From an optimization exercise on the open Yosys and OpenROAD flow, aimed at small area and a short achievable clock period; shortcuts taken in it are not production practice. Function was not checked in any run shown here: the RTL went through the layout flow alone.

==> flow/design.v (outline; a module is shown in full before it is edited, if it fits) <==
// module IDP_encoder_42: 1480 lines
module IDP_encoder_42(
  input wire [28:0] datain,
  input wire clock,
  output wire [41:0] codeout
);
  // ...
==> flow/flow/run.sh <==
#!/bin/bash
set -euo pipefail
W=$(pwd)
rm -rf "$W/scripts_mod"
cp -r "$FLOW_HOME/scripts" "$W/scripts_mod"
cp "$W/flow/abc_area.script" "$W/scripts_mod/abc_area.script"
EXTRA=()
if [[ -f "$W/flow/make_args" ]]; then mapfile -t EXTRA < "$W/flow/make_args"; fi
bash "$W/standard.sh" SCRIPTS_DIR="$W/scripts_mod" "${EXTRA[@]}" finish > "$W/orfs_make.log" 2>&1 || { tail -50 "$W/orfs_make.log"; exit 1; }
tail -5 "$W/orfs_make.log"
==> flow/flow/abc_area.script <==
strash
dc2
dch -f
map -D 12000
strash
dch -f
map -D 12000
topo
buffer -c
upsize -c -D 12000
dnsize -c -D 12000
==> flow/flow/make_args <==
BUFFER_PORTS_ARGS=-buffer_cell sky130_fd_sc_hd__buf_1
==> flow/standard.sh <==
#!/bin/bash
# synth_recipe.tcl (not shown) runs the flow's synth.tcl, then flattens the netlist and writes it again
# the make line also repeats each setting of config.mk as NAME=value (left out here)
make -C /OpenROAD-flow-scripts/flow DESIGN_CONFIG=/design/flow/config.mk WORK_HOME=/design/flow/orfs CLKGATE_MAP_FILE= SYNTH_SCRIPT=/design/flow/synth_recipe.tcl "${@:-finish}"
==> flow/config.mk <==
export PLATFORM = sky130hd
export DESIGN_NAME = IDP_encoder_42
export DESIGN_NICKNAME = IDP_encoder_42
export VERILOG_FILES = /design/flow/design.v
export SDC_FILE = /design/flow/constraint.sdc
export NUM_CORES = 4
export LEC_CHECK = 0
export ABC_AREA = 1
export CAP_MARGIN = 20
export CORE_MARGIN = 2
export CORE_UTILIZATION = 45
export CTS_BUF_LIST = sky130_fd_sc_hd__clkbuf_8
export CTS_CLUSTER_DIAMETER = 150
export CTS_CLUSTER_SIZE = 40
export PLACE_DENSITY = 0.75
export SLEW_MARGIN = 20
==> flow/constraint.sdc <==
create_clock -name core_clock -period 70.0 [get_ports {clock}]
set_input_delay 14.0000 -clock core_clock [delete_from_list [all_inputs] [get_ports {clock}]]
set_output_delay 14.0000 -clock core_clock [all_outputs]
set_load 0.01 [all_outputs]
==> reports/qor.csv, run 1 <==
metric,value,unit
compound-gate portion of the synthesized area,0.252,
WS Path Type,input port to flip-flop,
inverter count,349,
Reg area,701,µm²
met1 global-route usage,0.323,
hold depth,5,
row cnt,54,
status,finished clean,
met3 wire len,2470,µm
Yosys cell types,58,
critical path startpoint,datain[2],
DR top layer,met4,
Non-clk bufs,71,
Worst Path Buf+Inv,17,
Worst Hold Class,input port to flip-flop,
post-synthesis mux area share,0,
area occupied by multi-input gates,7710,µm²
GP Congestion,1.05,
die area,23400,µm²
dpl cells,2166,
grt met2 use,0.428,
antenna cells,0,
Tot GR Track Use,0.248,
Worst Setup EP,cut_v[10]$_DFF_P_,
part of the Yosys area used for sequential elements,0.0702,
Routed Antenna Nets,0,
==> run 2: changes to the inputs <==
--- a/flow/design.v
+++ b/flow/design.v
@@ -1,12 +1,12 @@
 module IDP_encoder_42(
   input wire [28:0] datain,
   input wire clock,
-  output wire [41:0] codeout
+  output reg [41:0] codeout
 );
   wire t_a63245986_b1 = ~datain[1];
   wire t_a63245986_b2 = (~datain[2] & t_a63245986_b1);
   wire t_a63245986_b3 = (~datain[3] & t_a63245986_b2);
   wire t_a63245986_b4 = (~datain[4] & t_a63245986_b3);
   wire t_a63245986_b5 = (~datain[5] | t_a63245986_b4);
   wire t_a63245986_b6 = (~datain[6] & t_a63245986_b5);
   wire t_a63245986_b7 = (~datain[7] | t_a63245986_b6);
@@ -863,137 +863,131 @@
   wire w28__v858 = w31__v724 ^ ((w28__s840 & ~w28__a196418_b746) | (w28__s841 & ~w28__a514229_b767) | (w28__s842 & w28__a832040_b785) | (w28__s843 & w28__a1028458_b805));
   wire w28__v859 = w31__v725 ^ ((w28__s840 & ~w28__a196418_b747) | (w28__s841 & ~w28__a514229_b768) | (w28__s842 & ~w28__a832040_b786) | (w28__s843 & ~w28__a1028458_b806));
   wire w28__v860 = w31__v726 ^ ((w28__s840 & w28__a196418_b748) | (w28__s841 & ~w28__a514229_b769) | (w28__s842 & w28__a832040_b787) | (w28__s843 & ~w28__a1028458_b807));
   wire w28__v861 = w31__v727 ^ ((w28__s840 & ~w28__a196418_b749) | (w28__s841 & ~w28__a514229_b770) | (w28__s842 & w28__a832040_b788) | (w28__s843 & ~w28__a1028458_b808));
   wire w28__v862 = w31__v728 ^ ((w28__s840 & w28__a196418_b750) | (w28__s841 & ~w28__a514229_b771) | (w28__s842 & ~w28__a832040_b789) | (w28__s843 & ~w28__a1028458_b809));
   wire w28__c863 = w28__r835 | w28__r836 | w28__r838;
   wire w28__c864 = w28__r836 | w28__r837 | w28__r838;
   wire w28__c865 = w28__r837 | w28__r838 | w28__r839;
-  reg [18:0] cut_v;
-  reg [15:0] cut_c;
-  always @(posedge clock) begin
-    cut_v <= {w28__v862, w28__v861, w28__v860, w28__v859, w28__v858, w28__v857, w28__v856, w28__v855, w28__v854, w28__v853, w28__v852, w28__v851, w28__v850, w28__v849, w28__v848, w28__v847, w28__v846, w28__v845, w28__v844};
-    cut_c <= {t_c267, t_c266, t_c265, t_c264, w37__c434, w37__c433, w37__c432, w34__c589, w34__c588, w34__c587, w31__c733, w31__c732, w31__c731, w28__c865, w28__c864, w28__c863};
-  end
-  wire w25__a46368_b866 = ~cut_v[5];
-  wire w25__a46368_b867 = (~cut_v[6] & w25__a46368_b866);
-  wire w25__a46368_b868 = (~cut_v[7] & w25__a46368_b867);
-  wire w25__a46368_b869 = (~cut_v[8] | w25__a46368_b868);
-  wire w25__a46368_b870 = (~cut_v[9] & w25__a46368_b869);
-  wire w25__a46368_b871 = (~cut_v[10] | w25__a46368_b870);
-  wire w25__a46368_b872 = (~cut_v[11] & w25__a46368_b871);
-  wire w25__a46368_b873 = (~cut_v[12] | w25__a46368_b872);
-  wire w25__a46368_b874 = (~cut_v[13] | w25__a46368_b873);
-  wire w25__a46368_b875 = (~cut_v[14] & w25__a46368_b874);
-  wire w25__a46368_b876 = (~cut_v[15] | w25__a46368_b875);
-  wire w25__a46368_b877 = (~cut_v[16] & w25__a46368_b876);
-  wire w25__a46368_b878 = (~cut_v[17] & w25__a46368_b877);
-  wire w25__a46368_b879 = (~cut_v[18] & w25__a46368_b878);
-  wire w25__a121393_b880 = ~cut_v[0];
-  wire w25__a121393_b881 = (~cut_v[1] & w25__a121393_b880);
-  wire w25__a121393_b882 = (~cut_v[2] & w25__a121393_b881);
-  wire w25__a121393_b883 = (~cut_v[3] & w25__a121393_b882);
-  wire w25__a121393_b884 = (~cut_v[4] | w25__a121393_b883);
-  wire w25__a121393_b885 = (~cut_v[5] | w25__a121393_b884);
-  wire w25__a121393_b886 = (~cut_v[6] & w25__a121393_b885);
-  wire w25__a121393_b887 = (~cut_v[7] & w25__a121393_b886);
-  wire w25__a121393_b888 = (~cut_v[8] & w25__a121393_b887);
-  wire w25__a121393_b889 = (~cut_v[9] | w25__a121393_b888);
-  wire w25__a121393_b890 = (~cut_v[10] & w25__a121393_b889);
-  wire w25__a121393_b891 = (~cut_v[11] | w25__a121393_b890);
-  wire w25__a121393_b892 = (~cut_v[12] | w25__a121393_b891);
-  wire w25__a121393_b893 = (~cut_v[13] & w25__a121393_b892);
-  wire w25__a121393_b894 = (~cut_v[14] | w25__a121393_b893);
-  wire w25__a121393_b895 = (~cut_v[15] | w25__a121393_b894);
-  wire w25__a121393_b896 = (~cut_v[16] | w25__a121393_b895);
-  wire w25__a121393_b897 = (~cut_v[17] & w25__a121393_b896);
-  wire w25__a121393_b898 = (~cut_v[18] & w25__a121393_b897);
-  wire w25__a196418_b899 = ~cut_v[1];
-  wire w25__a196418_b900 = (~cut_v[2] & w25__a196418_b899);
-  wire w25__a196418_b901 = (~cut_v[3] & w25__a196418_b900);
-  wire w25__a196418_b902 = (~cut_v[4] & w25__a196418_b901);
-  wire w25__a196418_b903 = (~cut_v[5] & w25__a196418_b902);
-  wire w25__a196418_b904 = (~cut_v[6] | w25__a196418_b903);
-  wire w25__a196418_b905 = (~cut_v[7] & w25__a196418_b904);
-  wire w25__a196418_b906 = (~cut_v[8] | w25__a196418_b905);
-  wire w25__a196418_b907 = (~cut_v[9] | w25__a196418_b906);
-  wire w25__a196418_b908 = (~cut_v[10] | w25__a196418_b907);
-  wire w25__a196418_b909 = (~cut_v[11] | w25__a196418_b908);
-  wire w25__a196418_b910 = (~cut_v[12] | w25__a196418_b909);
-  wire w25__a196418_b911 = (~cut_v[13] | w25__a196418_b910);
-  wire w25__a196418_b912 = (~cut_v[14] | w25__a196418_b911);
-  wire w25__a196418_b913 = (~cut_v[15] | w25__a196418_b912);
-  wire w25__a196418_b914 = (~cut_v[16] & w25__a196418_b913);
-  wire w25__a196418_b915 = (~cut_v[17] | w25__a196418_b914);
-  wire w25__a196418_b916 = (~cut_v[18] & w25__a196418_b915);
-  wire w25__a242786_b917 = ~cut_v[1];
-  wire w25__a242786_b918 = (~cut_v[2] & w25__a242786_b917);
-  wire w25__a242786_b919 = (~cut_v[3] & w25__a242786_b918);
-  wire w25__a242786_b920 = (~cut_v[4] & w25__a242786_b919);
-  wire w25__a242786_b921 = (~cut_v[5] | w25__a242786_b920);
-  wire w25__a242786_b922 = (~cut_v[6] | w25__a242786_b921);
-  wire w25__a242786_b923 = (~cut_v[7] & w25__a242786_b922);
-  wire w25__a242786_b924 = (~cut_v[8] & w25__a242786_b923);
-  wire w25__a242786_b925 = (~cut_v[9] & w25__a242786_b924);
-  wire w25__a242786_b926 = (~cut_v[10] | w25__a242786_b925);
-  wire w25__a242786_b927 = (~cut_v[11] & w25__a242786_b926);
-  wire w25__a242786_b928 = (~cut_v[12] | w25__a242786_b927);
-  wire w25__a242786_b929 = (~cut_v[13] | w25__a242786_b928);
-  wire w25__a242786_b930 = (~cut_v[14] & w25__a242786_b929);
-  wire w25__a242786_b931 = (~cut_v[15] | w25__a242786_b930);
-  wire w25__a242786_b932 = (~cut_v[16] | w25__a242786_b931);
-  wire w25__a242786_b933 = (~cut_v[17] | w25__a242786_b932);
-  wire w25__a242786_b934 = (~cut_v[18] & w25__a242786_b933);
-  wire w25__t75025_b935 = ~cut_v[0];
-  wire w25__t75025_b936 = (~cut_v[1] & w25__t75025_b935);
-  wire w25__t75025_b937 = (~cut_v[2] & w25__t75025_b936);
-  wire w25__t75025_b938 = (~cut_v[3] & w25__t75025_b937);
-  wire w25__t75025_b939 = (~cut_v[4] | w25__t75025_b938);
-  wire w25__t75025_b940 = (~cut_v[5] & w25__t75025_b939);
-  wire w25__t75025_b941 = (~cut_v[6] & w25__t75025_b940);
-  wire w25__t75025_b942 = (~cut_v[7] & w25__t75025_b941);
-  wire w25__t75025_b943 = (~cut_v[8] | w25__t75025_b942);
-  wire w25__t75025_b944 = (~cut_v[9] & w25__t75025_b943);
-  wire w25__t75025_b945 = (~cut_v[10] | w25__t75025_b944);
-  wire w25__t75025_b946 = (~cut_v[11] & w25__t75025_b945);
-  wire w25__t75025_b947 = (~cut_v[12] & w25__t75025_b946);
-  wire w25__t75025_b948 = (~cut_v[13] | w25__t75025_b947);
-  wire w25__t75025_b949 = (~cut_v[14] & w25__t75025_b948);
-  wire w25__t75025_b950 = (~cut_v[15] & w25__t75025_b949);
-  wire w25__t75025_b951 = (~cut_v[16] | w25__t75025_b950);
-  wire w25__t75025_b952 = (~cut_v[17] & w25__t75025_b951);
-  wire w25__t75025_b953 = (~cut_v[18] & w25__t75025_b952);
+  wire w25__a46368_b866 = ~w28__v849;
+  wire w25__a46368_b867 = (~w28__v850 & w25__a46368_b866);
+  wire w25__a46368_b868 = (~w28__v851 & w25__a46368_b867);
+  wire w25__a46368_b869 = (~w28__v852 | w25__a46368_b868);
+  wire w25__a46368_b870 = (~w28__v853 & w25__a46368_b869);
+  wire w25__a46368_b871 = (~w28__v854 | w25__a46368_b870);
+  wire w25__a46368_b872 = (~w28__v855 & w25__a46368_b871);
+  wire w25__a46368_b873 = (~w28__v856 | w25__a46368_b872);
+  wire w25__a46368_b874 = (~w28__v857 | w25__a46368_b873);
+  wire w25__a46368_b875 = (~w28__v858 & w25__a46368_b874);
+  wire w25__a46368_b876 = (~w28__v859 | w25__a46368_b875);
+  wire w25__a46368_b877 = (~w28__v860 & w25__a46368_b876);
+  wire w25__a46368_b878 = (~w28__v861 & w25__a46368_b877);
+  wire w25__a46368_b879 = (~w28__v862 & w25__a46368_b878);
+  wire w25__a121393_b880 = ~w28__v844;
+  wire w25__a121393_b881 = (~w28__v845 & w25__a121393_b880);
+  wire w25__a121393_b882 = (~w28__v846 & w25__a121393_b881);
+  wire w25__a121393_b883 = (~w28__v847 & w25__a121393_b882);
+  wire w25__a121393_b884 = (~w28__v848 | w25__a121393_b883);
+  wire w25__a121393_b885 = (~w28__v849 | w25__a121393_b884);
+  wire w25__a121393_b886 = (~w28__v850 & w25__a121393_b885);
+  wire w25__a121393_b887 = (~w28__v851 & w25__a121393_b886);
+  wire w25__a121393_b888 = (~w28__v852 & w25__a121393_b887);
+  wire w25__a121393_b889 = (~w28__v853 | w25__a121393_b888);
+  wire w25__a121393_b890 = (~w28__v854 & w25__a121393_b889);
+  wire w25__a121393_b891 = (~w28__v855 | w25__a121393_b890);
+  wire w25__a121393_b892 = (~w28__v856 | w25__a121393_b891);
+  wire w25__a121393_b893 = (~w28__v857 & w25__a121393_b892);
+  wire w25__a121393_b894 = (~w28__v858 | w25__a121393_b893);
+  wire w25__a121393_b895 = (~w28__v859 | w25__a121393_b894);
+  wire w25__a121393_b896 = (~w28__v860 | w25__a121393_b895);
+  wire w25__a121393_b897 = (~w28__v861 & w25__a121393_b896);
+  wire w25__a121393_b898 = (~w28__v862 & w25__a121393_b897);
+  wire w25__a196418_b899 = ~w28__v845;
+  wire w25__a196418_b900 = (~w28__v846 & w25__a196418_b899);
+  wire w25__a196418_b901 = (~w28__v847 & w25__a196418_b900);
+  wire w25__a196418_b902 = (~w28__v848 & w25__a196418_b901);
+  wire w25__a196418_b903 = (~w28__v849 & w25__a196418_b902);
+  wire w25__a196418_b904 = (~w28__v850 | w25__a196418_b903);
+  wire w25__a196418_b905 = (~w28__v851 & w25__a196418_b904);
+  wire w25__a196418_b906 = (~w28__v852 | w25__a196418_b905);
+  wire w25__a196418_b907 = (~w28__v853 | w25__a196418_b906);
+  wire w25__a196418_b908 = (~w28__v854 | w25__a196418_b907);
+  wire w25__a196418_b909 = (~w28__v855 | w25__a196418_b908);
+  wire w25__a196418_b910 = (~w28__v856 | w25__a196418_b909);
+  wire w25__a196418_b911 = (~w28__v857 | w25__a196418_b910);
+  wire w25__a196418_b912 = (~w28__v858 | w25__a196418_b911);
+  wire w25__a196418_b913 = (~w28__v859 | w25__a196418_b912);
+  wire w25__a196418_b914 = (~w28__v860 & w25__a196418_b913);
+  wire w25__a196418_b915 = (~w28__v861 | w25__a196418_b914);
+  wire w25__a196418_b916 = (~w28__v862 & w25__a196418_b915);
+  wire w25__a242786_b917 = ~w28__v845;
+  wire w25__a242786_b918 = (~w28__v846 & w25__a242786_b917);
+  wire w25__a242786_b919 = (~w28__v847 & w25__a242786_b918);
+  wire w25__a242786_b920 = (~w28__v848 & w25__a242786_b919);
+  wire w25__a242786_b921 = (~w28__v849 | w25__a242786_b920);
+  wire w25__a242786_b922 = (~w28__v850 | w25__a242786_b921);
+  wire w25__a242786_b923 = (~w28__v851 & w25__a242786_b922);
+  wire w25__a242786_b924 = (~w28__v852 & w25__a242786_b923);
+  wire w25__a242786_b925 = (~w28__v853 & w25__a242786_b924);
+  wire w25__a242786_b926 = (~w28__v854 | w25__a242786_b925);
+  wire w25__a242786_b927 = (~w28__v855 & w25__a242786_b926);
+  wire w25__a242786_b928 = (~w28__v856 | w25__a242786_b927);
+  wire w25__a242786_b929 = (~w28__v857 | w25__a242786_b928);
+  wire w25__a242786_b930 = (~w28__v858 & w25__a242786_b929);
+  wire w25__a242786_b931 = (~w28__v859 | w25__a242786_b930);
+  wire w25__a242786_b932 = (~w28__v860 | w25__a242786_b931);
+  wire w25__a242786_b933 = (~w28__v861 | w25__a242786_b932);
+  wire w25__a242786_b934 = (~w28__v862 & w25__a242786_b933);
+  wire w25__t75025_b935 = ~w28__v844;
+  wire w25__t75025_b936 = (~w28__v845 & w25__t75025_b935);
+  wire w25__t75025_b937 = (~w28__v846 & w25__t75025_b936);
+  wire w25__t75025_b938 = (~w28__v847 & w25__t75025_b937);
+  wire w25__t75025_b939 = (~w28__v848 | w25__t75025_b938);
+  wire w25__t75025_b940 = (~w28__v849 & w25__t75025_b939);
+  wire w25__t75025_b941 = (~w28__v850 & w25__t75025_b940);
+  wire w25__t75025_b942 = (~w28__v851 & w25__t75025_b941);
+  wire w25__t75025_b943 = (~w28__v852 | w25__t75025_b942);
+  wire w25__t75025_b944 = (~w28__v853 & w25__t75025_b943);
+  wire w25__t75025_b945 = (~w28__v854 | w25__t75025_b944);
+  wire w25__t75025_b946 = (~w28__v855 & w25__t75025_b945);
+  wire w25__t75025_b947 = (~w28__v856 & w25__t75025_b946);
+  wire w25__t75025_b948 = (~w28__v857 | w25__t75025_b947);
+  wire w25__t75025_b949 = (~w28__v858 & w25__t75025_b948);
+  wire w25__t75025_b950 = (~w28__v859 & w25__t75025_b949);
+  wire w25__t75025_b951 = (~w28__v860 | w25__t75025_b950);
+  wire w25__t75025_b952 = (~w28__v861 & w25__t75025_b951);
+  wire w25__t75025_b953 = (~w28__v862 & w25__t75025_b952);
   wire w25__r954 = w25__t75025_b953;
   wire w25__r955 = ~w25__t75025_b953 & w25__a121393_b898;
-  wire w25__r956 = ~cut_c[0] & ~w25__a121393_b898 & w25__a196418_b916;
+  wire w25__r956 = ~w28__c863 & ~w25__a121393_b898 & w25__a196418_b916;
   wire w25__r957 = ~w25__a196418_b916 & w25__a242786_b934;
   wire w25__r958 = ~w25__a242786_b934;
-  wire w25__r959 = cut_c[0] & ~w25__a121393_b898 & w25__a196418_b916;
+  wire w25__r959 = w28__c863 & ~w25__a121393_b898 & w25__a196418_b916;
   wire w25__s960 = w25__r955;
   wire w25__s961 = w25__r956 | w25__r959;
   wire w25__s962 = w25__r957;
   wire w25__s963 = w25__r958;
-  wire w25__v964 = cut_v[0] ^ (w25__s961);
-  wire w25__v965 = cut_v[1] ^ ((w25__s961 & w25__a121393_b880) | w25__s962 | w25__s963);
-  wire w25__v966 = cut_v[2] ^ ((w25__s961 & w25__a121393_b881) | (w25__s962 & w25__a196418_b899) | (w25__s963 & w25__a242786_b917));
-  wire w25__v967 = cut_v[3] ^ ((w25__s961 & w25__a121393_b882) | (w25__s962 & w25__a196418_b900) | (w25__s963 & w25__a242786_b918));
-  wire w25__v968 = cut_v[4] ^ ((w25__s961 & ~w25__a121393_b883) | (w25__s962 & w25__a196418_b901) | (w25__s963 & w25__a242786_b919));
-  wire w25__v969 = cut_v[5] ^ (w25__s960 | (w25__s961 & ~w25__a121393_b884) | (w25__s962 & w25__a196418_b902) | (w25__s963 & ~w25__a242786_b920));
-  wire w25__v970 = cut_v[6] ^ ((w25__s960 & w25__a46368_b866) | (w25__s961 & w25__a121393_b885) | (w25__s962 & ~w25__a196418_b903) | (w25__s963 & ~w25__a242786_b921));
-  wire w25__v971 = cut_v[7] ^ ((w25__s960 & w25__a46368_b867) | (w25__s961 & w25__a121393_b886) | (w25__s962 & w25__a196418_b904) | (w25__s963 & w25__a242786_b922));
-  wire w25__v972 = cut_v[8] ^ ((w25__s960 & ~w25__a46368_b868) | (w25__s961 & w25__a121393_b887) | (w25__s962 & ~w25__a196418_b905) | (w25__s963 & w25__a242786_b923));
-  wire w25__v973 = cut_v[9] ^ ((w25__s960 & w25__a46368_b869) | (w25__s961 & ~w25__a121393_b888) | (w25__s962 & ~w25__a196418_b906) | (w25__s963 & w25__a242786_b924));
-  wire w25__v974 = cut_v[10] ^ ((w25__s960 & ~w25__a46368_b870) | (w25__s961 & w25__a121393_b889) | (w25__s962 & ~w25__a196418_b907) | (w25__s963 & ~w25__a242786_b925));
-  wire w25__v975 = cut_v[11] ^ ((w25__s960 & w25__a46368_b871) | (w25__s961 & ~w25__a121393_b890) | (w25__s962 & ~w25__a196418_b908) | (w25__s963 & w25__a242786_b926));
-  wire w25__v976 = cut_v[12] ^ ((w25__s960 & ~w25__a46368_b872) | (w25__s961 & ~w25__a121393_b891) | (w25__s962 & ~w25__a196418_b909) | (w25__s963 & ~w25__a242786_b927));
-  wire w25__v977 = cut_v[13] ^ ((w25__s960 & ~w25__a46368_b873) | (w25__s961 & w25__a121393_b892) | (w25__s962 & ~w25__a196418_b910) | (w25__s963 & ~w25__a242786_b928));
-  wire w25__v978 = cut_v[14] ^ ((w25__s960 & w25__a46368_b874) | (w25__s961 & ~w25__a121393_b893) | (w25__s962 & ~w25__a196418_b911) | (w25__s963 & w25__a242786_b929));
-  wire w25__v979 = cut_v[15] ^ ((w25__s960 & ~w25__a46368_b875) | (w25__s961 & ~w25__a121393_b894) | (w25__s962 & ~w25__a196418_b912) | (w25__s963 & ~w25__a242786_b930));
-  wire w25__v980 = cut_v[16] ^ ((w25__s960 & w25__a46368_b876) | (w25__s961 & ~w25__a121393_b895) | (w25__s962 & w25__a196418_b913) | (w25__s963 & ~w25__a242786_b931));
+  wire w25__v964 = w28__v844 ^ (w25__s961);
+  wire w25__v965 = w28__v845 ^ ((w25__s961 & w25__a121393_b880) | w25__s962 | w25__s963);
+  wire w25__v966 = w28__v846 ^ ((w25__s961 & w25__a121393_b881) | (w25__s962 & w25__a196418_b899) | (w25__s963 & w25__a242786_b917));
+  wire w25__v967 = w28__v847 ^ ((w25__s961 & w25__a121393_b882) | (w25__s962 & w25__a196418_b900) | (w25__s963 & w25__a242786_b918));
+  wire w25__v968 = w28__v848 ^ ((w25__s961 & ~w25__a121393_b883) | (w25__s962 & w25__a196418_b901) | (w25__s963 & w25__a242786_b919));
+  wire w25__v969 = w28__v849 ^ (w25__s960 | (w25__s961 & ~w25__a121393_b884) | (w25__s962 & w25__a196418_b902) | (w25__s963 & ~w25__a242786_b920));
+  wire w25__v970 = w28__v850 ^ ((w25__s960 & w25__a46368_b866) | (w25__s961 & w25__a121393_b885) | (w25__s962 & ~w25__a196418_b903) | (w25__s963 & ~w25__a242786_b921));
+  wire w25__v971 = w28__v851 ^ ((w25__s960 & w25__a46368_b867) | (w25__s961 & w25__a121393_b886) | (w25__s962 & w25__a196418_b904) | (w25__s963 & w25__a242786_b922));
+  wire w25__v972 = w28__v852 ^ ((w25__s960 & ~w25__a46368_b868) | (w25__s961 & w25__a121393_b887) | (w25__s962 & ~w25__a196418_b905) | (w25__s963 & w25__a242786_b923));
+  wire w25__v973 = w28__v853 ^ ((w25__s960 & w25__a46368_b869) | (w25__s961 & ~w25__a121393_b888) | (w25__s962 & ~w25__a196418_b906) | (w25__s963 & w25__a242786_b924));
+  wire w25__v974 = w28__v854 ^ ((w25__s960 & ~w25__a46368_b870) | (w25__s961 & w25__a121393_b889) | (w25__s962 & ~w25__a196418_b907) | (w25__s963 & ~w25__a242786_b925));
+  wire w25__v975 = w28__v855 ^ ((w25__s960 & w25__a46368_b871) | (w25__s961 & ~w25__a121393_b890) | (w25__s962 & ~w25__a196418_b908) | (w25__s963 & w25__a242786_b926));
+  wire w25__v976 = w28__v856 ^ ((w25__s960 & ~w25__a46368_b872) | (w25__s961 & ~w25__a121393_b891) | (w25__s962 & ~w25__a196418_b909) | (w25__s963 & ~w25__a242786_b927));
+  wire w25__v977 = w28__v857 ^ ((w25__s960 & ~w25__a46368_b873) | (w25__s961 & w25__a121393_b892) | (w25__s962 & ~w25__a196418_b910) | (w25__s963 & ~w25__a242786_b928));
+  wire w25__v978 = w28__v858 ^ ((w25__s960 & w25__a46368_b874) | (w25__s961 & ~w25__a121393_b893) | (w25__s962 & ~w25__a196418_b911) | (w25__s963 & w25__a242786_b929));
+  wire w25__v979 = w28__v859 ^ ((w25__s960 & ~w25__a46368_b875) | (w25__s961 & ~w25__a121393_b894) | (w25__s962 & ~w25__a196418_b912) | (w25__s963 & ~w25__a242786_b930));
+  wire w25__v980 = w28__v860 ^ ((w25__s960 & w25__a46368_b876) | (w25__s961 & ~w25__a121393_b895) | (w25__s962 & w25__a196418_b913) | (w25__s963 & ~w25__a242786_b931));
   wire w25__c981 = w25__r955 | w25__r956 | w25__r958;
   wire w25__c982 = w25__r956 | w25__r957 | w25__r958;
   wire w25__c983 = w25__r957 | w25__r958 | w25__r959;
   wire w22__a10946_b984 = ~w25__v965;
   wire w22__a10946_b985 = (~w25__v966 & w22__a10946_b984);
   wire w22__a10946_b986 = (~w25__v967 & w22__a10946_b985);
   wire w22__a10946_b987 = (~w25__v968 & w22__a10946_b986);
   wire w22__a10946_b988 = (~w25__v969 & w22__a10946_b987);
@@ -1432,49 +1426,51 @@
   wire w7__s1421 = w7__r1416;
   wire w7__v1422 = w10__v1378 ^ (w7__s1419);
   wire w7__v1423 = w10__v1379 ^ ((w7__s1419 & w7__a21_b1390) | w7__s1420 | w7__s1421);
   wire w7__v1424 = w10__v1380 ^ ((w7__s1419 & ~w7__a21_b1391) | (w7__s1420 & w7__a34_b1396) | (w7__s1421 & w7__a42_b1401));
   wire w7__v1425 = w10__v1381 ^ (w7__s1418 | (w7__s1419 & w7__a21_b1392) | (w7__s1420 & w7__a34_b1397) | (w7__s1421 & ~w7__a42_b1402));
   wire w7__c1426 = w7__r1413 | w7__r1414 | w7__r1416;
   wire w7__c1427 = w7__r1414 | w7__r1415 | w7__r1416;
   wire w7__c1428 = w7__r1415 | w7__r1416 | w7__r1417;
-  wire w4__a3_b1429 = ~w7__v1422;
-  wire w4__a3_b1430 = (~w7__v1423 | w4__a3_b1429);
-  wire w4__a3_b1431 = (~w7__v1424 & w4__a3_b1430);
-  wire w4__a3_b1432 = (~w7__v1425 & w4__a3_b1431);
-  wire w4__a5_b1433 = ~w7__v1422;
-  wire w4__a5_b1434 = (~w7__v1423 & w4__a5_b1433);
-  wire w4__a5_b1435 = (~w7__v1424 | w4__a5_b1434);
-  wire w4__a5_b1436 = (~w7__v1425 & w4__a5_b1435);
-  wire w4__a8_b1437 = ~w7__v1425;
-  wire w4__r1438 = w4__a5_b1436;
-  wire w4__r1439 = ~w7__c1426 & ~w4__a5_b1436 & w4__a8_b1437;
-  wire w4__r1440 = ~w4__a8_b1437;
-  wire w4__r1441 = w7__c1426 & ~w4__a5_b1436 & w4__a8_b1437;
-  wire w4__s1442 = w4__r1439;
-  wire w4__s1443 = w4__r1441;
-  wire w4__s1444 = w4__r1440;
-  wire w4__v1445 = w7__v1422 ^ (w4__s1442 | w4__s1443);
-  wire w4__v1446 = w7__v1423 ^ ((w4__s1442 & ~w4__a3_b1429) | (w4__s1443 & w4__a5_b1433));
-  wire w4__v1447 = w7__v1424 ^ ((w4__s1442 & w4__a3_b1430) | (w4__s1443 & ~w4__a5_b1434));
-  wire w4__c1448 = w4__r1439 | w4__r1440;
-  wire w4__c1449 = w4__r1440 | w4__r1441;
-  wire w2__a1_b1450 = ~w4__v1445;
-  wire w2__a1_b1451 = (~w4__v1446 & w2__a1_b1450);
-  wire w2__a1_b1452 = (~w4__v1447 & w2__a1_b1451);
-  wire w2__a2_b1453 = ~w4__v1446;
-  wire w2__a2_b1454 = (~w4__v1447 & w2__a2_b1453);
-  wire w2__a3_b1455 = ~w4__v1445;
-  wire w2__a3_b1456 = (~w4__v1446 | w2__a3_b1455);
-  wire w2__a3_b1457 = (~w4__v1447 & w2__a3_b1456);
-  wire w2__r1458 = w2__a2_b1454;
-  wire w2__r1459 = ~w4__c1448 & ~w2__a2_b1454 & w2__a3_b1457;
-  wire w2__r1460 = ~w2__a3_b1457;
-  wire w2__r1461 = w4__c1448 & ~w2__a2_b1454 & w2__a3_b1457;
-  wire w2__s1462 = w2__r1459;
-  wire w2__s1463 = w2__r1461;
-  wire w2__s1464 = w2__r1460;
-  wire w2__v1465 = w4__v1445 ^ (w2__s1462 | w2__s1464);
-  wire w2__c1466 = w2__r1459 | w2__r1460;
-  wire w2__c1467 = w2__r1460 | w2__r1461;
-  assign codeout = {cut_c[15], cut_c[14], cut_c[13], cut_c[12], cut_c[11], cut_c[10], cut_c[9], cut_c[8], cut_c[7], cut_c[6], cut_c[5], cut_c[4], cut_c[3], cut_c[2], cut_c[1], cut_c[0], w25__c983, w25__c982, w25__c981, w22__c1089, w22__c1088, w22__c1087, w19__c1185, w19__c1184, w19__c1183, w16__c1268, w16__c1267, w16__c1266, w13__c1333, w13__c1332, w13__c1331, w10__c1386, w10__c1385, w10__c1384, w7__c1428, w7__c1427, w7__c1426, w4__c1449, w4__c1448, w2__c1467, w2__c1466, w2__v1465};
+  wire w4__a2_b1429 = ~w7__v1423;
+  wire w4__a2_b1430 = (~w7__v1424 & w4__a2_b1429);
+  wire w4__a2_b1431 = (~w7__v1425 & w4__a2_b1430);
+  wire w4__a5_b1432 = ~w7__v1422;
+  wire w4__a5_b1433 = (~w7__v1423 & w4__a5_b1432);
+  wire w4__a5_b1434 = (~w7__v1424 | w4__a5_b1433);
+  wire w4__a5_b1435 = (~w7__v1425 & w4__a5_b1434);
+  wire w4__a8_b1436 = ~w7__v1425;
+  wire w4__a10_b1437 = ~w7__v1423;
+  wire w4__a10_b1438 = (~w7__v1424 & w4__a10_b1437);
+  wire w4__a10_b1439 = (~w7__v1425 | w4__a10_b1438);
+  wire w4__t3_b1440 = ~w7__v1422;
+  wire w4__t3_b1441 = (~w7__v1423 | w4__t3_b1440);
+  wire w4__t3_b1442 = (~w7__v1424 & w4__t3_b1441);
+  wire w4__t3_b1443 = (~w7__v1425 & w4__t3_b1442);
+  wire w4__r1444 = w4__t3_b1443;
+  wire w4__r1445 = ~w4__t3_b1443 & w4__a5_b1435;
+  wire w4__r1446 = ~w7__c1426 & ~w4__a5_b1435 & w4__a8_b1436;
+  wire w4__r1447 = ~w4__a8_b1436 & w4__a10_b1439;
+  wire w4__r1448 = ~w4__a10_b1439;
+  wire w4__r1449 = w7__c1426 & ~w4__a5_b1435 & w4__a8_b1436;
+  wire w4__s1450 = w4__r1445;
+  wire w4__s1451 = w4__r1446 | w4__r1449;
+  wire w4__s1452 = w4__r1447;
+  wire w4__s1453 = w4__r1448;
+  wire w4__v1454 = w7__v1422 ^ (w4__s1451);
+  wire w4__v1455 = w7__v1423 ^ (w4__s1450 | (w4__s1451 & w4__a5_b1432) | w4__s1453);
+  wire w4__c1456 = w4__r1445 | w4__r1446 | w4__r1448;
+  wire w4__c1457 = w4__r1446 | w4__r1447 | w4__r1448;
+  wire w4__c1458 = w4__r1447 | w4__r1448 | w4__r1449;
+  wire w1__a1_b1459 = ~w4__v1454;
+  wire w1__a1_b1460 = (~w4__v1455 & w1__a1_b1459);
+  wire w1__t2_b1461 = ~w4__v1455;
+  wire w1__r1462 = ~w4__c1456 & w1__t2_b1461;
+  wire w1__r1463 = ~w4__c1456 & ~w1__t2_b1461;
+  wire w1__r1464 = w4__c1456 & w1__a1_b1460;
+  wire w1__r1465 = w4__c1456 & ~w1__a1_b1460;
+  wire w1__s1466 = w1__r1463 | w1__r1465;
+  wire w1__v1467 = w4__v1454 ^ (w1__s1466);
+  wire w1__c1468 = w1__r1463 | w1__r1465;
+  wire [41:0] code_w = {t_c267, t_c266, t_c265, t_c264, w37__c434, w37__c433, w37__c432, w34__c589, w34__c588, w34__c587, w31__c733, w31__c732, w31__c731, w28__c865, w28__c864, w28__c863, w25__c983, w25__c982, w25__c981, w22__c1089, w22__c1088, w22__c1087, w19__c1185, w19__c1184, w19__c1183, w16__c1268, w16__c1267, w16__c1266, w13__c1333, w13__c1332, w13__c1331, w10__c1386, w10__c1385, w10__c1384, w7__c1428, w7__c1427, w7__c1426, w4__c1458, w4__c1457, w4__c1456, w1__c1468, w1__v1467};
+  always @(posedge clock) codeout <= code_w;
 endmodule
==> flow/flow/run.sh (replaced) <==
#!/bin/bash
set -euo pipefail
W=$(pwd)
rm -rf "$W/scripts_mod"
cp -r "$FLOW_HOME/scripts" "$W/scripts_mod"
cp "$W/flow/abc_area.script" "$W/scripts_mod/abc_area.script"
EXTRA=()
if [[ -f "$W/flow/make_args" ]]; then read -r -a EXTRA < "$W/flow/make_args"; fi
bash "$W/standard.sh" SCRIPTS_DIR="$W/scripts_mod" "${EXTRA[@]}" finish > "$W/orfs_make.log" 2>&1 || { tail -50 "$W/orfs_make.log"; exit 1; }
tail -5 "$W/orfs_make.log"
==> flow/flow/abc_area.script (replaced) <==
strash
dc2
dch -f
amap -m
topo
stime -c
==> flow/flow/make_args (replaced) <==
SETUP_SLACK_MARGIN=32
==> flow/config.mk (replaced) <==
export PLATFORM = sky130hd
export DESIGN_NAME = IDP_encoder_42
export DESIGN_NICKNAME = IDP_encoder_42
export VERILOG_FILES = /design/flow/design.v
export SDC_FILE = /design/flow/constraint.sdc
export NUM_CORES = 4
export LEC_CHECK = 0
export ABC_AREA = 1
export CAP_MARGIN = 20
export CORE_MARGIN = 2
export CORE_UTILIZATION = 50
export CTS_CLUSTER_DIAMETER = 60
export CTS_CLUSTER_SIZE = 10
export SLEW_MARGIN = 20
==> run 2 against run 1 <==
Effect of this change: the run now fails in global routing (5_1_grt); synthesized cell count is 3.5% lower; synthesized area is 7.0% lower.
==> reports/qor.csv, run 2 <==
metric,value,unit,change
synth top area cells,"nor2_1 (23%), clkinv_1 (9.4%), o21ai_0 (9.3%)",,
"FF+latch count, synth",42,,
GP Congestion,0.981,,-6.9%
Main synth FF type,dfxtp_1,,
top-count cell post-synth,nor2_1,,
num ports,72,,
effective utilization at floorplan,0.513,,
Clock Root Buffer,clkbuf_16,,
Yosys cell types,47,,-19%
first-pass GRT wire length,125000,µm,
die height,140,µm,
die width,140,µm,
asr flop ratio synth,0,,
Clock Path Buffers,2,,
Port Buffer Count,71,,
total gr overflow,79,,
Post-Synthesis Net Count,1832,,
Run Error,[ERROR GRT-0116] Global routing finished with congestion. Check the congestion regions in the DRC Viewer.,,
clock tree sinks,42,,
dpl cells,2092,,-3.4%
vias in the first global route,21800,,
DP Area,11300,µm²,
Tot GR Track Use,0.797,,
detailed placer's ending HPWL,26200,µm,
mean post-synth cell area,5.18,µm²,
cts bufs inserted,5,,
Post-Synthesis Cells,1790,,
synthesized area,9280,µm²,
Post-CTS Hold Buffers,0,,
part of the Yosys area used for sequential elements,0.0906,,+0.0204
H-Tree Depth,2,,
post-synth top area cell,nor2_1,,
top post-synthesis cells by count,"nor2_1 (568), clkinv_1 (232), o21ai_0 (172)",,
Post-synth EDFFs,0,,
Failed at,global routing (5_1_grt),,
row cnt,49,,-9.3%
Yosys Warn Count,1,,
largest net degree at the start of global routing,16,,
area fraction of the dominant cell type after synthesis,0.230,,
status,aborted with a tool error,,
[run 2: changes by cell type after synthesis, moves of 37 or more]
cell / delta
inv_1: -331
nand2_1: -181
nor3_1: +43
o22ai_1: +47
nand3_1: -59
nor2_1: +243
clkinv_1: +228
xor2_1: -155
o21ai_0: +81
a22oi_1: -37
a21oi_1: +63
[run 2: how the worst min path moves through the flow]
stage,start,endpoint,slack [ns]
2_1_floorplan,datain[26],codeout[40]$_DFF_P_,14.23
3_3_place_gp,codeout[2]$_DFF_P_,codeout[2],14.73
3_5_place_dp,codeout[2]$_DFF_P_,codeout[2],14.73
4_1_cts,datain[28],codeout[37]$_DFF_P_,14.64
[run 2: what timing repair did]
item / 4_1_cts
setup endpoints to repair: 18
setup buffers: 475
pin swaps: 246
cloned: 0
gates resized for setup: 525
[run 2: metal layers]
| metal | overflow | GRT usage |
|---|---|---|
| met5 | 0 | 0.293 |
| met4 | 32 | 0.829 |
| met3 | 4 | 0.628 |
| met2 | 43 | 0.973 |
| met1 | 0 | 0.786 |
[run 2: cells by family after synthesis]
| logic type | count (synthesis) | synth area share |
|---|---|---|
| AO/OA/AOI/OAI | 558 | 0.372 |
| XOR/XNOR | 1 | 0.000944 |
| adder cells (fa/ha/maj) | 12 | 0.0162 |
| buffers and inverters | 232 | 0.0938 |
| flip-flops | 42 | 0.0906 |
| AND/OR/NAND/NOR | 945 | 0.427 |
[run 2: metrics by stage]
step | hold slack, ns | setup slack (ns)
4_1_cts | 14.64 | 30.12
3_5_place_dp | 14.73 | 24.11
3_3_place_gp | 14.73 | 23.91
2_1_floorplan | 14.23 | 30.71
==> run 3: changes to the inputs <==
--- a/flow/flow/run.sh
+++ b/flow/flow/run.sh
@@ -7,3 +7,3 @@
 EXTRA=()
-if [[ -f "$W/flow/make_args" ]]; then read -r -a EXTRA < "$W/flow/make_args"; fi
+if [[ -f "$W/flow/make_args" ]]; then mapfile -t EXTRA < "$W/flow/make_args"; fi
 bash "$W/standard.sh" SCRIPTS_DIR="$W/scripts_mod" "${EXTRA[@]}" finish > "$W/orfs_make.log" 2>&1 || { tail -50 "$W/orfs_make.log"; exit 1; }
==> flow/flow/abc_area.script (replaced) <==
strash
dc2
dch -f
map -D 20000
topo
buffer -c
upsize -c -D 20000
dnsize -c -D 20000
==> flow/flow/make_args (replaced) <==
BUFFER_PORTS_ARGS=-buffer_cell sky130_fd_sc_hd__buf_2
--- a/flow/config.mk
+++ b/flow/config.mk
@@ -10,3 +10,3 @@
 export CORE_MARGIN = 2
-export CORE_UTILIZATION = 50
+export CORE_UTILIZATION = 45
 export CTS_CLUSTER_DIAMETER = 60
==> run 3 against run 2 <==
Effect of this change: the run now finishes clean; synthesized area is 22% higher; synthesized cell count increased by 1.2%.
==> reports/qor.csv, run 3 <==
metric,value,unit,change
status,finished clean,,
Routed wire per std cell,14.7,µm,
worst-path fanout max,12,,
Port Buffer Count,71,,unchanged
die area,26500,µm²,
layout cells sized above 1,0.217,,
Post-route DRC,0,,
final wirelength,32500,µm,
num ports,72,,unchanged
post-synth top area cell,nand2_1,,
worst slew pin tran,0.718,ns,
post-cts resize count,0,,-100%
top flop regs,codeout (42),,
CTS tree,yes,,
vias in the first global route,11300,,
Worst Hold Class,input port to flip-flop,,
Worst path max stage delay,0.50,ns,
Post-CTS Setup Inserts,0,,-100%
Post-CTS Hold Buffers,0,,unchanged
GP Congestion,0.941,,-4.1%
max-cap viol count,0,,
Worst Path Arrival,41.31,ns,
"FF+latch count, synth",42,,unchanged
"commonest cells after routing, fill and taps aside","nand2_1 (343), nor2_1 (230), inv_1 (192), xor2_1 (130), a21oi_1 (96)",,
Final #Nets,1918,,
most frequent CP cell,nand2_1,,
largest net degree at the start of global routing,16,,
critical path startpoint,datain[1],,
synthesized area,11400,µm²,+22%
Setup Viol. Count Final,0,,
die width,163,µm,+16%
Post-Synthesis Net Count,1854,,+1.2%
setup TNS,0,ns,
effective utilization at floorplan,0.455,,-0.0584
largest register by flop count,codeout,,
die height,163,µm,+16%
Clock Root Buffer,clkbuf_16,,
top-count cell post-synth,nand2_1,,
antenna cells,0,,
number of hold violations in the final report,0,,
row cnt,58,,+18%
asr flop ratio synth,0,,unchanged
first-pass GRT wire length,54000,µm,
Largest register FFs,42,,
Post-synth EDFFs,0,,unchanged
Slew Limit Fails,0,,
mean post-synth cell area,6.26,µm²,+21%
slowest cell on the critical path,xor2_1,,
worst rel slew slack,0.520,,
Yosys cell types,92,,+96%
synth top area cells,"nand2_1 (11%), xor2_1 (10%), nor2_1 (7.6%)",,
part of the Yosys area used for sequential elements,0.0741,,-0.0165
"commonest non-fill, non-tap cell in the layout",nand2_1,,
Post-Synthesis Cells,1812,,+1.2%
Tmin final,41.06,ns,
Layout Area Growth over Synthesis,6.86,%,
top post-synthesis cells by count,"nand2_1 (343), nor2_1 (230), inv_1 (192)",,
Tot GR Track Use,0.245,,
hold slack final,14.24,ns,
WS Path Type,input port to flip-flop,,
DR vias,12100,,
dpl cells,2199,,+5.1%
detailed placer's ending HPWL,27200,µm,+4.1%
hold depth,5,,
RSZ-0062 raised after global routing,false,,
clock tree sinks,42,,unchanged
total gr overflow,0,,
DRC violation total after the first TritonRoute iteration,812,,
Main synth FF type,dfxtp_1,,
Yosys Warn Count,1,,unchanged
area fraction of the dominant cell type after synthesis,0.113,,-0.116
Clock Path Buffers,2,,unchanged
Core ar.,25000,µm²,
cts bufs inserted,5,,unchanged
Setup crit start kind,input port,,
"Req. time, crit path",70.25,ns,
Setup crit end kind,flip-flop,,
final worst path period share,0.587,,
Worst Setup EP,codeout[0]$_DFF_P_,,
vias per inst,5.48,,
H-Tree Depth,2,,unchanged
Final Non-Filler Cells,2207,,
drt pass-1 iters,5,,
Fmax achieved,0.0244,GHz,
initial antenna violation count,0,,
Routed Antenna Nets,0,,
clk slew on worst S/H paths,0.07,ns,
## run 3: changes by cell type after synthesis, sizes merged, moves of 22 or more
cell    delta
a21oi     -39
a22oi     +38
clkinv   -211
inv      +262
nand2    +251
nand3     +58
nor2     -276
nor3      -53
nor4      -26
o21ai     -59
o221ai    -27
o22ai     -54
or3       -22
xor2     +153
## run 3: area by class of cell
type                       count  area [µm²]
clock buffer                   5         125
clock inverter                 3        23.8
fill                        2621       12800
inverter                     293        1290
multi-input combinational   1463        9080
sequential                    42         841
tap                          330         413
timing repair buffer          71         355
## run 3: per-layer routing
layer  GRT usage  vias to the layer above  routed length [µm]
met5           0                        -                   0
met4      0.0800                        0                 949
met3      0.0201                       60                1260
met2       0.444                      351               15900
met1       0.304                     5491               14300
li1            -                     6182                   -
## run 3: how the worst min path moves through the flow
stage,to,start
floorplan,codeout[0],codeout[0]$_DFF_P_
global placement,codeout[36],codeout[36]$_DFF_P_
detailed placement,codeout[15],codeout[15]$_DFF_P_
CTS,codeout[39]$_DFF_P_,datain[28]
global route,codeout[39]$_DFF_P_,datain[28]
finish,codeout[39]$_DFF_P_,datain[28]
## run 3: kinds of logic (layout without fill, tap and decap cells)
family	count (synthesis)	after routing	synth area share
and+or+nand+nor	868	868	0.371
AOI/OAI and AO/OA	417	417	0.264
buffers and inverters	307	372	0.126
xor gates and xnor gates	165	165	0.151
DFF	42	42	0.0741
adders and majority gates	12	12	0.0132
muxes	1	1	0.000992
## run 3: stage by stage
step	setup WS (ns)	area, µm²	util
floorplan	34.04	11400	-
global placement	29.13	12000	0.480
detailed placement	28.99	12000	0.480
CTS	29.20	12100	0.486
global route	25.66	12100	0.486
finish	28.94	12100	0.486
## run 3: critical path, delay by kind of cell
family	cells	cell delay (ns)
AOI/OAI and AO/OA	21	3.32
xor gates and xnor gates	13	3.79
adders and majority gates	8	1.57
buffers and inverters	22	2.09
muxes	1	0.29
and+or+nand+nor	133	16.09
==> run 4: changes to the inputs <==
==> flow/flow/abc_area.script (replaced) <==
strash
dc2
dch -f
map -D 24000
topo
buffer -c
upsize -c -D 24000
dnsize -c -D 24000
==> run 4 against run 3 <==
Effect of this change: still clean; fmax is 9.7% lower; sequential share of layout area is 0.89 points higher; synthesized cell count is 1.2% higher; via count is 0.87% higher; design area is 11% lower; synthesized area is 12% lower; clock-buffer cell count stayed put; critical path depth is 3 lower; critical path type unchanged.
==> reports/qor.csv, run 4 <==
metric,value,unit,change
Final #Nets,1939,,+1.1%
"commonest non-fill, non-tap cell in the layout",nand2_1,,
detailed placer's ending HPWL,26200,µm,-3.8%
Setup crit start kind,input port,,
antenna cells,0,,unchanged
worst-path fanout max,12,,unchanged
vias in the first global route,11400,,+0.25%
drt pass-1 iters,6,,+1
Worst Path Arrival,45.66,ns,+4.35 ns
post-cts resize count,0,,unchanged
DP Area,10600,µm²,-12%
Post-route DRC,0,,unchanged
clk slew on worst S/H paths,0.07,ns,about the same
Tmin final,45.46,ns,+4.40 ns
worst rel slew slack,0.393,,-0.127
Post-Synthesis Net Count,1875,,+1.1%
H-Tree Depth,2,,unchanged
Slew Limit Fails,0,,unchanged
layout cells sized above 1,0.0664,,-0.151
most frequent CP cell,nor2_1,,
CTS tree,yes,,
Layout Area Growth over Synthesis,7.98,%,
Worst path max stage delay,0.76,ns,+0.26 ns
"Req. time, crit path",70.19,ns,-0.06 ns
area fraction of the dominant cell type after synthesis,0.141,,+0.0273
top-count cell post-synth,nand2_1,,
mean post-synth cell area,5.43,µm²,-13%
post-synth top area cell,xor2_1,,
Main synth FF type,dfxtp_1,,
WS Path Type,input port to flip-flop,,
Post-Synthesis Cells,1833,,+1.2%
max-cap viol count,0,,unchanged
Post-CTS Hold Buffers,0,,unchanged
die area,23300,µm²,-12%
Routed wire per std cell,14.6,µm,-0.83%
DR vias,12200,,+0.87%
total gr overflow,0,,unchanged
top post-synthesis cells by count,"nand2_1 (351), nor2_1 (322), inv_1 (320)",,
Tot GR Track Use,0.263,,+0.0178
GP Congestion,0.978,,+4.0%
Post-CTS Setup Inserts,0,,unchanged
slowest cell on the critical path,nor2_1,,
Largest register FFs,42,,unchanged
part of the Yosys area used for sequential elements,0.0844,,+0.0103
initial antenna violation count,0,,unchanged
num ports,72,,unchanged
first-pass GRT wire length,52500,µm,-2.8%
Worst Hold Class,input port to flip-flop,,
effective utilization at floorplan,0.458,,+0.00310
top flop regs,codeout (42),,
asr flop ratio synth,0,,unchanged
dpl cells,2170,,-1.3%
setup TNS,0,ns,unchanged
cts bufs inserted,5,,unchanged
row cnt,54,,-6.9%
Yosys Warn Count,1,,unchanged
worst slew pin tran,0.907,ns,+0.190 ns
Fmax achieved,0.0220,GHz,-9.7%
Clock Root Buffer,clkbuf_16,,
Setup crit end kind,flip-flop,,
Setup Viol. Count Final,0,,unchanged
final worst path period share,0.649,,+0.0628
Yosys cell types,61,,-34%
clock tree sinks,42,,unchanged
"commonest cells after routing, fill and taps aside","nand2_1 (351), nor2_1 (322), inv_1 (320), xor2_1 (160), a21oi_1 (112)",,
synth top area cells,"xor2_1 (14%), nand2_1 (13%), nor2_1 (12%)",,
largest net degree at the start of global routing,16,,unchanged
"FF+latch count, synth",42,,unchanged
final instance area,10800,µm²,-11%
vias per inst,5.60,,+2.2%
largest register by flop count,codeout,,
number of hold violations in the final report,0,,unchanged
Port Buffer Count,71,,unchanged
Clock Path Buffers,2,,unchanged
die height,153,µm,-6.2%
DRC violation total after the first TritonRoute iteration,993,,+22%
synthesized area,9960,µm²,-12%
status,finished clean,,
Routed Antenna Nets,0,,unchanged
RSZ-0062 raised after global routing,false,,
die width,153,µm,-6.2%
Final Non-Filler Cells,2178,,-1.3%
final wirelength,31800,µm,-2.1%
Core ar.,21800,µm²,-13%
Post-synth EDFFs,0,,unchanged
[run 4: logic make-up after synthesis]
family          count (synthesis)  synth area share
simple gates                  851             0.352
compound gates                417             0.269
buf+inv                       346             0.134
xor+xnor                      165             0.145
flops                          42            0.0844
fa+ha+maj                      12            0.0151
[run 4: path summary, 6_finish.rpt]
check	start	end	cells past startpoint
setup / recovery	datain[1]	codeout[0]$_DFF_P_	195
hold / removal	datain[20]	codeout[39]$_DFF_P_	5
[run 4: layout make-up]
class / count / area [µm²]
clock buffer: 5 / 125
multi-input combinational: 1445 / 7780
fill: 2391 / 11000
sequential: 42 / 841
clock inverter: 3 / 48.8
inverter: 332 / 1250
tap: 280 / 350
timing repair buffer: 71 / 355
[run 4: critical path: cells and delay by family]
kind	cells	cell delay [ns]
xor+xnor	12	3.44
fa+ha+maj	6	1.30
simple gates	117	17.47
buf+inv	32	4.17
compound gates	28	5.20
[run 4: per-layer routing]
metal  part of all wire  GRT usage  up-vias  routed length, µm
met1               0.42      0.313     5486              13500
met5                  0          0        -                  0
met4              0.038      0.107        0               1200
li1                   -          -     6212                  -
met3              0.049     0.0199       87               1560
met2               0.49      0.485      404              15600
[run 4: through the flow]
step            util  hold WS, ns  worst slack [ns]
4_1_cts        0.494        14.19             25.11
3_3_place_gp   0.486        14.39             25.38
2_1_floorplan      -        14.29             32.62
6_report       0.494        14.19             24.54
5_1_grt        0.494        14.24             20.61
3_5_place_dp   0.486        14.39             24.99

## separate check: timing with driven ports
In the flow no input, the clock included, has a driving cell. The finished layouts below were timed again as built, in two steps. Step 1 sets driving cells, clkbuf_16 on the clock port and buf_2 on the other inputs (assumed; they add their load-dependent delay and slew). Step 2, shift: input delay + t, output delay - t, t = (earliest + latest rising clock arrival at the registers) / 2. This alone moves slack from input paths to output paths. Three values: ideal, step 1, step 2; two values: the first two.
run	t, ns	slack for setup (ns)	worst register clock-pin slew, ns	worst data-port slew with drivers (ns)
run 1	0.346	40.298 / 40.310 / 39.965	0.09 / 0.09	0.04
run 3	0.348	28.936 / 28.959 / 28.610	0.07 / 0.07	0.03
run 4	0.344	24.538 / 24.564 / 24.220	0.07 / 0.07	0.03
After both steps setup and hold are still met in every run listed. The setup slack of run 1, which loses most, moves by +0.012 ns with the drivers and by -0.333 ns with both steps.
